Source: an optimization exercise on an open RTL-to-GDS flow (aim: small area, a short achievable clock period and few clock cycles per item). Production flows keep margins and buffers that such runs may drop. The RTL was checked by simulation tests, not by an equivalence proof against the original design.

Design precalc, start of the top module:
module precalc(
  input clk,
  input rst,
  input [121:0] vertices_data,
  input vertices_empty,
  output vertices_pull,
  output reg [216:0] triangle_data,
  input triangle_full,
  output reg triangle_push
);
For scale: ~19000 cells after synthesis, roughly 4700 flip-flops, ~350 I/O pins, about 190000 µm² of cells after synthesis.
make LEC_CHECK=0 ABC_AREA=1 CAP_MARGIN=20 CORE_MARGIN=2 CORE_UTILIZATION=50 SETUP_SLACK_MARGIN=2.85 SLEW_MARGIN=20 finish   # period 5.5 ns
run.sh (not shown) runs the stock make flow with config.mk's settings and CLKGATE_MAP_FILE= SYNTH_SCRIPT=/design/flow/synth_recipe.tcl, a recipe that flattens the netlist after the stock synthesis.
Testbench counts at the start, summed over its fixed seeds: cycles 656, items 512.
Then changed:
- CORE_UTILIZATION: 50 -> 40
=> The new run finished with timing, DRC and antenna clean. Synthesized cell count is unchanged. Utilization is lower by 12 points. Cell count increases by about 4.7%. Non-clock buffer count decreases by 34.
Then changed:
- CORE_UTILIZATION: 40 -> 50
- SETUP_SLACK_MARGIN: 2.85 -> 2.7
Result: The new run ran to the end with no violations; hold slack is about the same; cell count came out lower by 5.6%; final area came out lower by 2.8%; non-clock buffer count came out lower by 232; sequential cell count stays the same; routed wire length came out lower by 3.8%; synthesized area is unchanged.

---

Another version of the RTL of precalc (not shown whole).
Size in the first run: ~22000 cells after synthesis, ~4000 flip-flops, about 350 I/O pins.
export LEC_CHECK = 0
export ABC_AREA = 1
export CAP_MARGIN = 20
export CORE_MARGIN = 2
export CORE_UTILIZATION = 40
export SETUP_SLACK_MARGIN = 2.6
export SLEW_MARGIN = 20
create_clock -name core_clock -period 5.5 [get_ports {clk}]
The first run completed with no timing, DRC or antenna violations.
Testbench counts at the start, summed over its fixed seeds: cycles 656, items 512.
Edit:
Settings changed: CORE_UTILIZATION 40 to 60.
Clock skew went down by 0.066 ns. Via count climbs slightly. Core utilization came out higher by 22 points. Non-clock buffer count is lower by 28. Routed wire length is lower slightly. Setup slack loses 0.051 ns.

---

## main
precalc, a different RTL version from the one above (not shown whole).
Size in the first run: about 19000 cells after synthesis, about 4700 flip-flops, roughly 190000 sq um of cells after synthesis.
// precalc
module precalc(
  input clk,
  input rst,
  input [121:0] vertices_data,
  input vertices_empty,
  output vertices_pull,
  output reg [216:0] triangle_data,
  input triangle_full,
  output reg triangle_push
);
==> flow/config.mk <==
export PLATFORM = sky130hd
export DESIGN_NAME = precalc
export DESIGN_NICKNAME = precalc
export VERILOG_FILES = /design/flow/design.v
export SDC_FILE = /design/flow/constraint.sdc
export NUM_CORES = 4
export LEC_CHECK = 0
export ABC_AREA = 1
export CAP_MARGIN = 20
export CORE_MARGIN = 2
export CORE_UTILIZATION = 50
export SETUP_SLACK_MARGIN = 2.7
export SLEW_MARGIN = 20
==> flow/constraint.sdc <==
create_clock -name core_clock -period 5.5 [get_ports {clk}]
set_input_delay 1.1000 -clock core_clock [delete_from_list [all_inputs] [get_ports {clk}]]
set_output_delay 1.1000 -clock core_clock [all_outputs]
set_load 0.01 [all_outputs]
The flow did not stop early for main: all stages ran, and the layout cleared the timing, design-rule and antenna checks.
Testbench counts of main, summed over its fixed seeds: cycles 656, items 512.
--- input diff main..the feature branch ---
# main
export LEC_CHECK = 0
export ABC_AREA = 1
export CAP_MARGIN = 20
export CORE_MARGIN = 2
export CORE_UTILIZATION = 50
export SETUP_SLACK_MARGIN = 2.7
export SLEW_MARGIN = 20
create_clock -name core_clock -period 5.5 [get_ports {clk}]
# the feature branch
export LEC_CHECK = 0
export ABC_AREA = 1
export CAP_MARGIN = 20
export CORE_MARGIN = 2
export CORE_UTILIZATION = 40
export SETUP_SLACK_MARGIN = 2.7
export SLEW_MARGIN = 20
create_clock -name core_clock -period 5.5 [get_ports {clk}]
Notes after the runs:
Diff main -> the feature branch: setup slack went down by 68 ps, total global-route track usage fell 4.3 points, proportion of cell area spent on the clock network higher. Against main, worst-case headroom to the max-slew limit in the feature branch came out better. Clock input transition at the sequential cells of the worst setup and hold paths across the feature branch and main: no real change. Sort the feature branch and main by cell count desc -> top: the feature branch. Comparing the feature branch and main, the lower sequential share of layout area was measured on the feature branch. When the final numbers for the feature branch and main were put side by side, the portion of the clock cycle consumed by the worst path in the final layout turned out to be smaller in main. Measured against each other, the feature branch and main differ in met2 routing resource usage after global routing, the lower figure coming from the feature branch.

## what the ideal ports hide
In the flow no input, the clock included, has a driving cell. The finished layouts below were timed again as built, in two steps. Step 1, drivers: a clkbuf_16 drives clk and a buf_2 each remaining input, both assumed. Step 2 moves the port delays by t, midway between the first and last clock arrival at a register: inputs arrive t later, outputs are due t later. That takes back most of the time a late clock gives input paths. Slacks: no drivers / after step 1 / after step 2; pairs: no drivers / after step 1.
run	shift t [ns]	setup WS [ns]	clock arrival spread, ns	pins driven straight from the clock port
the first run of note 1	1.062	2.690 / 2.690 / 1.885	0.140 / 0.141	1
the second run of note 1	1.131	2.720 / 2.720 / 1.820	0.096 / 0.095	1
the third run of note 1	1.067	2.600 / 2.600 / 1.832	0.122 / 0.123	1
the first run of note 2	1.121	2.450 / 2.450 / 1.584	0.170 / 0.170	1
the second run of note 2	1.049	2.399 / 2.399 / 1.663	0.098 / 0.098	1
main	1.083	2.711 / 2.673 / 1.720	0.161 / 0.162	1
the feature branch	1.137	2.643 / 2.643 / 1.721	0.117 / 0.117	1
After both steps every run listed still meets setup and hold. The setup slack of main, which loses most, moves by -0.038 ns with the drivers and by -0.991 ns with both steps.
